From an optimization exercise on the open Yosys and OpenROAD flow, aimed at small area; shortcuts taken in it are not production practice. Function was checked by simulation only, so behaviour that the tests miss may differ from the original. Power and IR drop assume default switching activity.

==> inputs of zinc <==
## regfile
module regfile(
    input clk,  
    input rst_n,  
    input [4:0] rs1_id,  
    input [4:0] rs2_id,  
    output wire [31:0] rs1_data,  
    output wire [31:0] rs2_data,  
    input [4:0] rd_id,  
    input [31:0] rd_data  
    );
    reg [31:0] data[31:1];
    always @(posedge clk or negedge rst_n) begin
        if (!rst_n) begin
            for (int c = 1; c < 32; c++) begin
                data[c] <= 0;
            end
        end else begin
            if (rd_id != 0) begin
                data[rd_id] <= rd_data;
            end
        end
    end
    assign rs1_data = rs1_id == 0 ? 0 : data[rs1_id];
    assign rs2_data = rs2_id == 0 ? 0 : data[rs2_id];
endmodule
==> module regfile, before the edit <==
module regfile(
    input clk,  
    input rst_n,  
    input [4:0] rs1_id,  
    input [4:0] rs2_id,  
    output wire [31:0] rs1_data,  
    output wire [31:0] rs2_data,  
    input [4:0] rd_id,  
    input [31:0] rd_data  
    );
    reg [31:0] data[31:1];
    always @(posedge clk or negedge rst_n) begin
        if (!rst_n) begin
            for (int c = 1; c < 32; c++) begin
                data[c] <= 0;
            end
        end else begin
            if (rd_id != 0) begin
                data[rd_id] <= rd_data;
            end
        end
    end
    assign rs1_data = rs1_id == 0 ? 0 : data[rs1_id];
    assign rs2_data = rs2_id == 0 ? 0 : data[rs2_id];
endmodule
==> flow/config.mk <==
export PLATFORM = sky130hd
export DESIGN_NAME = regfile
export DESIGN_NICKNAME = regfile
export VERILOG_FILES = /design/flow/design.v
export SDC_FILE = /design/flow/constraint.sdc
export NUM_CORES = 8
export LEC_CHECK = 0
export CAP_MARGIN = 20
export CORE_MARGIN = 2
export CORE_UTILIZATION = 40
export SETUP_SLACK_MARGIN = 0.4
export SLEW_MARGIN = 20
==> flow/constraint.sdc <==
create_clock -name core_clock -period 6.0 [get_ports {clk}]
set_input_delay 1.2000 -clock core_clock [delete_from_list [all_inputs] [get_ports {clk}]]
set_output_delay 1.2000 -clock core_clock [all_outputs]
set_load 0.01 [all_outputs]
run.sh (not shown) runs the stock make flow with config.mk's settings and CLKGATE_MAP_FILE= SYNTH_SCRIPT=/design/flow/synth_recipe.tcl, a recipe that flattens the netlist after the stock synthesis.
==> juniper (differences from zinc) <==
==> flow/design.v (replaced) <==
module regfile_aoi222(
    input a1, input a2, input b1, input b2, input c1, input c2,
    output y
    );
    assign y = ~((a1 & a2) | (b1 & b2) | (c1 & c2));
endmodule
module regfile_hold(
    input q, input keep, input we, input d,
    output y
    );
    assign y = (q & keep) | (we & d);
endmodule
module regfile_rdmux(
    input [31:1] sel,
    input [31:1] d,
    output y
    );
    wire [9:0] g;
    genvar j;
    generate
        for (j = 0; j < 10; j = j + 1) begin : g_grp
            regfile_aoi222 u(
                .a1(sel[3*j+1]), .a2(d[3*j+1]),
                .b1(sel[3*j+2]), .b2(d[3*j+2]),
                .c1(sel[3*j+3]), .c2(d[3*j+3]),
                .y(g[j]));
        end
    endgenerate
    wire g10 = ~(sel[31] & d[31]);
    assign y = ~(&{g, g10});
endmodule
module regfile(
    input clk,  
    input rst_n,  
    input [4:0] rs1_id,  
    input [4:0] rs2_id,  
    output wire [31:0] rs1_data,  
    output wire [31:0] rs2_data,  
    input [4:0] rd_id,  
    input [31:0] rd_data  
    );
    reg [31:0] data[31:1];
    reg [31:1] valid;
    wire [31:1] we, keep;
    genvar i, b;
    generate
        for (i = 1; i < 32; i = i + 1) begin : g_reg
            assign we[i] = (rd_id == i);
            assign keep[i] = (rd_id != i);
            wire [31:0] nxt;
            for (b = 0; b < 32; b = b + 1) begin : g_bit
                regfile_hold u(.q(data[i][b]), .keep(keep[i]), .we(we[i]),
                               .d(rd_data[b]), .y(nxt[b]));
            end
            always @(posedge clk) begin
                data[i] <= nxt;
            end
            always @(posedge clk or negedge rst_n) begin
                if (!rst_n)
                    valid[i] <= 1'b0;
                else if (we[i])
                    valid[i] <= 1'b1;
            end
        end
    endgenerate
    wire [31:1] sel1, sel2;
    generate
        for (i = 1; i < 32; i = i + 1) begin : g_sel
            assign sel1[i] = (rs1_id == i) & valid[i];
            assign sel2[i] = (rs2_id == i) & valid[i];
        end
    endgenerate
    generate
        for (b = 0; b < 32; b = b + 1) begin : g_rd
            wire [31:1] col;
            for (i = 1; i < 32; i = i + 1) begin : g_col
                assign col[i] = data[i][b];
            end
            regfile_rdmux u1(.sel(sel1), .d(col), .y(rs1_data[b]));
            regfile_rdmux u2(.sel(sel2), .d(col), .y(rs2_data[b]));
        end
    endgenerate
endmodule
--- a/flow/config.mk
+++ b/flow/config.mk
@@ -12 +12,2 @@
 export SLEW_MARGIN = 20
+export SYNTH_HIERARCHICAL = 1
==> summary of the runs <==
- In juniper the die area is smaller than in zinc, by about 24%.
- In clock skew, juniper and zinc do not differ.
- Between juniper and zinc, the lower sequential power is in juniper (gap about 4.4%, measured against zinc).
- Against zinc, the non-clock buffer count of juniper is lower by 150.
- Between juniper and zinc, the lower fmax is in zinc (gap about 5%, measured against zinc).
- Synthesized area: zinc is higher than juniper (about 30%).
- Between zinc and juniper, the lower critical path depth is in juniper (gap 1).
- In juniper the setup slack is higher than in zinc, by 0.28 ns.
- Of juniper and zinc, zinc has the higher via count (gap 14%, measured against zinc).
- Of juniper and zinc, zinc has the higher clock power (gap about 4%, measured against zinc).

==> run a: inputs <==
Another version of the RTL of regfile (not shown whole).
==> module regfile_inv, before the edit <==
module regfile_inv(
    input a,
    output y
    );
    assign y = ~a;
endmodule
==> module regfile_nand2, before the edit <==
module regfile_nand2(
    input a, input b,
    output y
    );
    assign y = ~(a & b);
endmodule
==> module regfile_nand3, before the edit <==
module regfile_nand3(
    input a, input b, input c,
    output y
    );
    assign y = ~(a & b & c);
endmodule
==> module regfile, before the edit <==
module regfile(
    input clk,  
    input rst_n,  
    input [4:0] rs1_id,  
    input [4:0] rs2_id,  
    output wire [31:0] rs1_data,  
    output wire [31:0] rs2_data,  
    input [4:0] rd_id,  
    input [31:0] rd_data  
    );
    reg [31:0] data[31:1];
    reg [31:1] valid;
    reg phase;
    always @(posedge clk or negedge rst_n) begin
        if (!rst_n)
            phase <= 1'b0;
        else
            phase <= ~phase;
    end
    genvar i, b;
    wire phase_n;
    regfile_inv u_pn(.a(phase), .y(phase_n));
    wire [31:0] dn;
    generate
        for (b = 0; b < 32; b = b + 1) begin : g_dn
            wire x = rd_data[b] ^ phase_n;
            regfile_inv u(.a(x), .y(dn[b]));
        end
    endgenerate
    wire [3:0] wr_hi = 4'b1 << rd_id[4:3];
    wire [7:0] wr_lo = 8'b1 << rd_id[2:0];
    wire [3:0] r1_hi = 4'b1 << rs1_id[4:3];
    wire [7:0] r1_lo = 8'b1 << rs1_id[2:0];
    wire [3:0] r2_hi = 4'b1 << rs2_id[4:3];
    wire [7:0] r2_lo = 8'b1 << rs2_id[2:0];
    wire [31:1] we, keep;
    generate
        for (i = 1; i < 32; i = i + 1) begin : g_reg
            wire a, an;
            regfile_nand2 u_a(.a(wr_hi[i / 8]), .b(wr_lo[i % 8]), .y(a));
            regfile_inv u_w(.a(a), .y(we[i]));
            regfile_inv u_an(.a(a), .y(an));
            regfile_inv u_k(.a(an), .y(keep[i]));
            wire [31:0] nxt;
            for (b = 0; b < 32; b = b + 1) begin : g_bit
                regfile_hold u(.q(data[i][b]), .we(we[i]), .dn(dn[b]),
                               .keep(keep[i]), .y(nxt[b]));
            end
            always @(posedge clk) begin
                data[i] <= nxt;
            end
            always @(posedge clk or negedge rst_n) begin
                if (!rst_n)
                    valid[i] <= 1'b0;
                else if (we[i])
                    valid[i] <= 1'b1;
            end
        end
    endgenerate
    wire [31:1] sel1, sel2;
    generate
        for (i = 1; i < 32; i = i + 1) begin : g_sel
            wire n1, n2;
            regfile_nand3 u_n1(.a(r1_hi[i / 8]), .b(r1_lo[i % 8]), .c(valid[i]), .y(n1));
            regfile_nand3 u_n2(.a(r2_hi[i / 8]), .b(r2_lo[i % 8]), .c(valid[i]), .y(n2));
            regfile_inv u_s1(.a(n1), .y(sel1[i]));
            regfile_inv u_s2(.a(n2), .y(sel2[i]));
        end
    endgenerate
    wire flip1, flip2;
    wire nflip1 = ~(phase & (|sel1));
    wire nflip2 = ~(phase & (|sel2));
    regfile_inv u_f1(.a(nflip1), .y(flip1));
    regfile_inv u_f2(.a(nflip2), .y(flip2));
    generate
        for (b = 0; b < 32; b = b + 1) begin : g_rd
            wire [31:1] col;
            for (i = 1; i < 32; i = i + 1) begin : g_col
                assign col[i] = data[i][b];
            end
            regfile_rdmux u1(.sel(sel1), .d(col), .flip(flip1), .y(rs1_data[b]));
            regfile_rdmux u2(.sel(sel2), .d(col), .flip(flip2), .y(rs2_data[b]));
        end
    endgenerate
endmodule
Settings: LEC_CHECK=0, CAP_MARGIN=10, CORE_MARGIN=2, CORE_UTILIZATION=50, GPL_TIMING_DRIVEN=0, PLACE_DENSITY=0.85, SETUP_SLACK_MARGIN=0, SLEW_MARGIN=10, SYNTH_HIERARCHICAL=1; clock period 6.0 ns.
standard.sh (not shown) runs the stock make flow with config.mk's settings and CLKGATE_MAP_FILE= SYNTH_SCRIPT=/design/flow/synth_recipe.tcl, a recipe that flattens the netlist after the stock synthesis.
==> flow/flow/run.sh <==
#!/bin/bash
# The standard layout (standard.sh) with extra ORFS variables:
# - CTS without dummy loads, clkbuf_8 leaf buffers in clusters of up to 18 sinks
# - the smallest buffer cell for the port buffers
# - the inverters that drive the long lines sized for their load before
#   repair_design (flow/presize.tcl), so that they are not buffered
export CTS_ARGS="-sink_clustering_enable -repair_clock_nets -dont_use_dummy_load -buf_list sky130_fd_sc_hd__clkbuf_8 -sink_clustering_size 18 -sink_clustering_max_diameter 55"
export BUFFER_PORTS_ARGS="-buffer_cell sky130_fd_sc_hd__buf_1"
export PRE_RESIZE_TCL=$PWD/flow/presize.tcl
bash standard.sh "$@" > standard.log 2>&1
==> flow/flow/presize.tcl <==
# Size the inverters that drive the long lines (PRE_RESIZE_TCL): pick the
# smallest inverter whose max capacitance covers the placed load with a
# margin, so that repair_design does not buffer these lines.
uplevel #0 {
  estimate_parasitics -placement
  set presize_scene [sta::cmd_scene]
  set presize_cells {
    {sky130_fd_sc_hd__inv_2 0.331}
    {sky130_fd_sc_hd__inv_4 0.563}
    {sky130_fd_sc_hd__inv_6 0.783}
    {sky130_fd_sc_hd__inv_8 1.035}
    {sky130_fd_sc_hd__inv_12 1.417}
  }
  set presize_n 0
  foreach inst [get_cells *] {
    set m [get_property $inst ref_name]
    if {$m ne "sky130_fd_sc_hd__inv_1" && $m ne "sky130_fd_sc_hd__inv_2"} continue
    set pin [get_pins -of_objects $inst -filter "direction==output"]
    set net [get_nets -of_objects $pin]
    set c [expr {[sta::Net_capacitance $net $presize_scene max] * 1e12}]
    foreach cand $presize_cells {
      lassign $cand cell cmax
      if {$c <= 0.75 * $cmax} {
        if {$cell ne $m} { replace_cell $inst $cell; incr presize_n }
        break
      }
    }
  }
  puts "presize: resized $presize_n inverters"
}
==> run b: changes against run a <==
==> flow/design.v, changed modules only <==
module regfile(
    input clk,  
    input rst_n,  
    input [4:0] rs1_id,  
    input [4:0] rs2_id,  
    output wire [31:0] rs1_data,  
    output wire [31:0] rs2_data,  
    input [4:0] rd_id,  
    input [31:0] rd_data  
    );
    reg [31:0] data[31:1];
    reg [31:1] valid;
    reg phase;
    always @(posedge clk or negedge rst_n) begin
        if (!rst_n)
            phase <= 1'b0;
        else
            phase <= ~phase;
    end
    wire [31:0] dn = rd_data ^ {32{phase}};
    wire [31:1] we, keep;
    genvar i, b;
    generate
        for (i = 1; i < 32; i = i + 1) begin : g_reg
            assign we[i] = (rd_id == i);
            assign keep[i] = (rd_id != i);
            wire [31:0] nxt;
            for (b = 0; b < 32; b = b + 1) begin : g_bit
                regfile_hold u(.q(data[i][b]), .we(we[i]), .dn(dn[b]),
                               .keep(keep[i]), .y(nxt[b]));
            end
            always @(posedge clk) begin
                data[i] <= nxt;
            end
            always @(posedge clk or negedge rst_n) begin
                if (!rst_n)
                    valid[i] <= 1'b0;
                else if (we[i])
                    valid[i] <= 1'b1;
            end
        end
    endgenerate
    wire [31:1] sel1, sel2;
    generate
        for (i = 1; i < 32; i = i + 1) begin : g_sel
            assign sel1[i] = (rs1_id == i) & valid[i];
            assign sel2[i] = (rs2_id == i) & valid[i];
        end
    endgenerate
    wire flip1 = phase & (|sel1);
    wire flip2 = phase & (|sel2);
    generate
        for (b = 0; b < 32; b = b + 1) begin : g_rd
            wire [31:1] col;
            for (i = 1; i < 32; i = i + 1) begin : g_col
                assign col[i] = data[i][b];
            end
            regfile_rdmux u1(.sel(sel1), .d(col), .flip(flip1), .y(rs1_data[b]));
            regfile_rdmux u2(.sel(sel2), .d(col), .flip(flip2), .y(rs2_data[b]));
        end
    endgenerate
endmodule
// module regfile_inv removed
// module regfile_nand2 removed
// module regfile_nand3 removed
==> flow/flow/run.sh (replaced) <==
#!/bin/bash
# The standard layout (standard.sh) with extra ORFS variables:
# - CTS without dummy loads, clkbuf_8 leaf buffers in clusters of up to 16 sinks
# - the smallest buffer cell for the port buffers
export CTS_ARGS="-sink_clustering_enable -repair_clock_nets -dont_use_dummy_load -buf_list sky130_fd_sc_hd__clkbuf_8 -sink_clustering_size 16 -sink_clustering_max_diameter 60"
export BUFFER_PORTS_ARGS="-buffer_cell sky130_fd_sc_hd__buf_1"
bash standard.sh > standard.log 2>&1
==> flow/config.mk (replaced) <==
export PLATFORM = sky130hd
export DESIGN_NAME = regfile
export DESIGN_NICKNAME = regfile
export VERILOG_FILES = /design/flow/design.v
export SDC_FILE = /design/flow/constraint.sdc
export NUM_CORES = 8
export LEC_CHECK = 0
export CAP_MARGIN = 25
export CORE_MARGIN = 2
export CORE_UTILIZATION = 45
export SETUP_SLACK_MARGIN = 0
export SLEW_MARGIN = 15
export SYNTH_HIERARCHICAL = 1
removed: flow/flow/presize.tcl
==> run c: changes against run a <==
==> flow/design.v, changed modules only <==
module regfile_predec(
    input [4:0] id,
    output [3:0] hi,
    output [7:0] lo
    );
    wire [4:0] idn;
    genvar k;
    generate
        for (k = 0; k < 5; k = k + 1) begin : g_n
            regfile_inv u(.a(id[k]), .y(idn[k]));
        end
        for (k = 0; k < 4; k = k + 1) begin : g_hi
            wire n;
            regfile_nand2 u_n(.a(k[0] ? id[3] : idn[3]), .b(k[1] ? id[4] : idn[4]), .y(n));
            regfile_inv u_i(.a(n), .y(hi[k]));
        end
        for (k = 0; k < 8; k = k + 1) begin : g_lo
            wire n;
            regfile_nand3 u_n(.a(k[0] ? id[0] : idn[0]), .b(k[1] ? id[1] : idn[1]),
                              .c(k[2] ? id[2] : idn[2]), .y(n));
            regfile_inv u_i(.a(n), .y(lo[k]));
        end
    endgenerate
endmodule
module regfile(
    input clk,  
    input rst_n,  
    input [4:0] rs1_id,  
    input [4:0] rs2_id,  
    output wire [31:0] rs1_data,  
    output wire [31:0] rs2_data,  
    input [4:0] rd_id,  
    input [31:0] rd_data  
    );
    reg [31:0] data[31:1];
    reg [31:1] valid;
    reg phase;
    always @(posedge clk or negedge rst_n) begin
        if (!rst_n)
            phase <= 1'b0;
        else
            phase <= ~phase;
    end
    genvar i, b;
    wire phase_n;
    regfile_inv u_pn(.a(phase), .y(phase_n));
    wire [31:0] dn;
    generate
        for (b = 0; b < 32; b = b + 1) begin : g_dn
            wire x;
            regfile_xor u_x(.a(rd_data[b]), .b(phase_n), .y(x));
            regfile_inv u(.a(x), .y(dn[b]));
        end
    endgenerate
    wire [3:0] wr_hi = 4'b1 << rd_id[4:3];
    wire [7:0] wr_lo = 8'b1 << rd_id[2:0];
    wire [3:0] r1_hi, r2_hi;
    wire [7:0] r1_lo, r2_lo;
    regfile_predec u_pd1(.id(rs1_id), .hi(r1_hi), .lo(r1_lo));
    regfile_predec u_pd2(.id(rs2_id), .hi(r2_hi), .lo(r2_lo));
    wire [31:1] we, keep;
    generate
        for (i = 1; i < 32; i = i + 1) begin : g_reg
            regfile_nand2 u_k(.a(wr_hi[i / 8]), .b(wr_lo[i % 8]), .y(keep[i]));
            regfile_inv u_w(.a(keep[i]), .y(we[i]));
            wire [31:0] nxt;
            for (b = 0; b < 32; b = b + 1) begin : g_bit
                regfile_hold u(.q(data[i][b]), .we(we[i]), .dn(dn[b]),
                               .keep(keep[i]), .y(nxt[b]));
            end
            always @(posedge clk) begin
                data[i] <= nxt;
            end
            always @(posedge clk or negedge rst_n) begin
                if (!rst_n)
                    valid[i] <= 1'b0;
                else if (we[i])
                    valid[i] <= 1'b1;
            end
        end
    endgenerate
    wire [31:1] sel1, sel2;
    wire [31:1] nsel1, nsel2;
    generate
        for (i = 1; i < 32; i = i + 1) begin : g_sel
            regfile_nand3 u_n1(.a(r1_hi[i / 8]), .b(r1_lo[i % 8]), .c(valid[i]), .y(nsel1[i]));
            regfile_nand3 u_n2(.a(r2_hi[i / 8]), .b(r2_lo[i % 8]), .c(valid[i]), .y(nsel2[i]));
            regfile_inv u_s1(.a(nsel1[i]), .y(sel1[i]));
            regfile_inv u_s2(.a(nsel2[i]), .y(sel2[i]));
        end
    endgenerate
    wire flip1, flip2;
    wire nflip1 = ~(phase & ~(&nsel1));
    wire nflip2 = ~(phase & ~(&nsel2));
    regfile_inv u_f1(.a(nflip1), .y(flip1));
    regfile_inv u_f2(.a(nflip2), .y(flip2));
    generate
        for (b = 0; b < 32; b = b + 1) begin : g_rd
            wire [31:1] col;
            for (i = 1; i < 32; i = i + 1) begin : g_col
                assign col[i] = data[i][b];
            end
            regfile_rdmux u1(.sel(sel1), .d(col), .flip(flip1), .y(rs1_data[b]));
            regfile_rdmux u2(.sel(sel2), .d(col), .flip(flip2), .y(rs2_data[b]));
        end
    endgenerate
endmodule
==> flow/flow/run.sh (replaced) <==
#!/bin/bash
# The standard layout (standard.sh) with extra ORFS variables:
# - CTS without dummy loads, clkbuf_8 leaf buffers in clusters of up to 17 sinks,
#   clkbuf_4 at the root
# - the smallest buffer cell for the port buffers
# - the inverters that drive the long lines sized for their load before
#   repair_design (flow/presize.tcl), so that they are not buffered
export CTS_ARGS="-sink_clustering_enable -repair_clock_nets -dont_use_dummy_load -buf_list sky130_fd_sc_hd__clkbuf_8 -root_buf sky130_fd_sc_hd__clkbuf_4 -sink_clustering_size 17 -sink_clustering_max_diameter 60"
export BUFFER_PORTS_ARGS="-buffer_cell sky130_fd_sc_hd__buf_1"
export PRE_RESIZE_TCL=$PWD/flow/presize.tcl
bash standard.sh "$@" > standard.log 2>&1
==> flow/flow/presize.tcl (replaced) <==
# Size the inverters and nand2s that drive the long lines (PRE_RESIZE_TCL):
# pick the smallest cell of the same kind whose max capacitance covers the
# placed load with a margin, so that repair_design does not buffer them.
uplevel #0 {
  estimate_parasitics -placement
  set presize_scene [sta::cmd_scene]
  set presize_cells(inv) {
    {sky130_fd_sc_hd__inv_2 0.331}
    {sky130_fd_sc_hd__inv_4 0.563}
    {sky130_fd_sc_hd__inv_6 0.783}
    {sky130_fd_sc_hd__inv_8 1.035}
    {sky130_fd_sc_hd__inv_12 1.417}
  }
  set presize_cells(nand2) {
    {sky130_fd_sc_hd__nand2_1 0.167}
    {sky130_fd_sc_hd__nand2_2 0.296}
    {sky130_fd_sc_hd__nand2_4 0.530}
    {sky130_fd_sc_hd__nand2_8 0.934}
  }
  set presize_n 0
  foreach inst [get_cells *] {
    set m [get_property $inst ref_name]
    if {$m eq "sky130_fd_sc_hd__inv_1" || $m eq "sky130_fd_sc_hd__inv_2"} {
      set kind inv
    } elseif {$m eq "sky130_fd_sc_hd__nand2_1"} {
      set kind nand2
    } else {
      continue
    }
    set pin [get_pins -of_objects $inst -filter "direction==output"]
    set net [get_nets -of_objects $pin]
    set c [expr {[sta::Net_capacitance $net $presize_scene max] * 1e12}]
    foreach cand $presize_cells($kind) {
      lassign $cand cell cmax
      if {$c <= 0.75 * $cmax} {
        if {$cell ne $m} { replace_cell $inst $cell; incr presize_n }
        break
      }
    }
  }
  puts "presize: resized $presize_n drivers"
}
--- a/flow/config.mk
+++ b/flow/config.mk
@@ -12,3 +12,3 @@
 export PLACE_DENSITY = 0.85
-export SETUP_SLACK_MARGIN = 0
+export SETUP_SLACK_MARGIN = 0.25
 export SLEW_MARGIN = 10
==> notes.md <==
Run b completed with no timing, DRC or antenna violations. Run c produced a clean layout. Run a produced a layout that fails on negative setup slack.
Of run a and run c, run a has the higher synthesized area (gap about 0.55%, measured against run c).
First-iteration DRC count: run b < run a < run c.
Clock skew, lowest first: run c, run a, run b.
Critical path depth, lowest first: run b, run a, run c.
Setup slack, lowest first: run a, run b, run c.
Of run a and run b, run b has the higher final cell count (gap 3.5%, measured against run b).
The lowest synthesized cell count belongs to run b, the highest to run a.
Against run c, the non-clock buffer count of run b is higher by 176.
Combinational power: run a is lower than run b (about 3%).
Of run c and run b, run b has the higher clock power (gap 12%, measured against run b).
The lowest final area belongs to run c, the highest to run b.
==> figures <==
                                                                                     run c                    run b                 run a
Launch instance of the worst min-delay path                                              -              data[2][21]          data[17][25]
Fraction of the core area covered by cells at the end of the flow                   53.94%                   51.43%                54.11%
Multi-input gate area                                                            16240 um2                16960 um2             16260 um2
Share of total power consumed by net switching                                      32.45%                   32.47%                32.36%
Result of the run                                                  complete, no violations  complete, no violations       failed layout checks
Violated checks                                                                          -                        -  negative setup slack
Global-route wire length before repair                                           230200 um                257300 um             231100 um
Minimum clock period                                                              5.667 ns                 5.727 ns              6.044 ns
Sequential group power                                                             10.0 mW                  10.1 mW               10.0 mW
Total stage count of the critical path                                                  11                        9                    10
Clock buf count                                                                         71                       85                    69
Total clock buffers created by CTS                                                      71                       85                    69
Power density over the cells                                                  401.4 nW/um2             393.1 nW/um2          400.7 nW/um2
Layout Skew                                                                     0.03770 ns               0.08039 ns            0.04678 ns
Final area over synthesized area                                                   1.0708x                  1.1278x               1.0702x
Placed wire-length estimate                                                       86700 um                104700 um              86580 um
Signal buffers share of area                                                        1.052%                   4.801%                1.149%
Met3 usage                                                                          18.58%                   14.49%                19.14%
Final design instance area without fill                                          40090 um2                42290 um2             40280 um2
Final worst path period share                                                       94.45%                   95.46%                100.7%
Antenna diode instance count                                                             7                        4                     6
Highest attainable clock frequency                                               176.5 MHz                174.6 MHz             165.5 MHz
Unique cell type count in the Yosys netlist                                             20                       52                    23
Core box area                                                                    74320 um2                82240 um2             74450 um2

afterwards: timing with drivers on the ports:
Ports are ideal in the flow. The routed layouts listed here were re-timed in OpenROAD.
Step 1: set_driving_cell puts a clkbuf_16 on clk and a buf_2 on each other input, an assumption about the parent block.
Step 2 adds t to the input delays and takes it off the output delays; t is the mean of the earliest and latest rising clock arrival at the registers after step 1. Input paths then give back, and output paths get back, about the clock's delay inside the block.
Slacks: ideal / step 1 / step 2; pairs: ideal / step 1.
run | shift t [ns] | setup slack, ns | worst setup path at the end
zinc | 0.841 | 0.228 / 0.180 / 0.180 | input to output
juniper | 0.764 | 0.511 / 0.397 / 0.397 | input to output
run a | 0.798 | -0.044 / -0.076 / -0.076 | input to output
run b | 0.780 | 0.273 / 0.243 / 0.243 | input to output
run c | 0.983 | 0.333 / 0.302 / 0.302 | input to output
For juniper, which loses most, drivers alone change the setup slack by -0.114 ns; drivers and shift together by -0.114 ns.
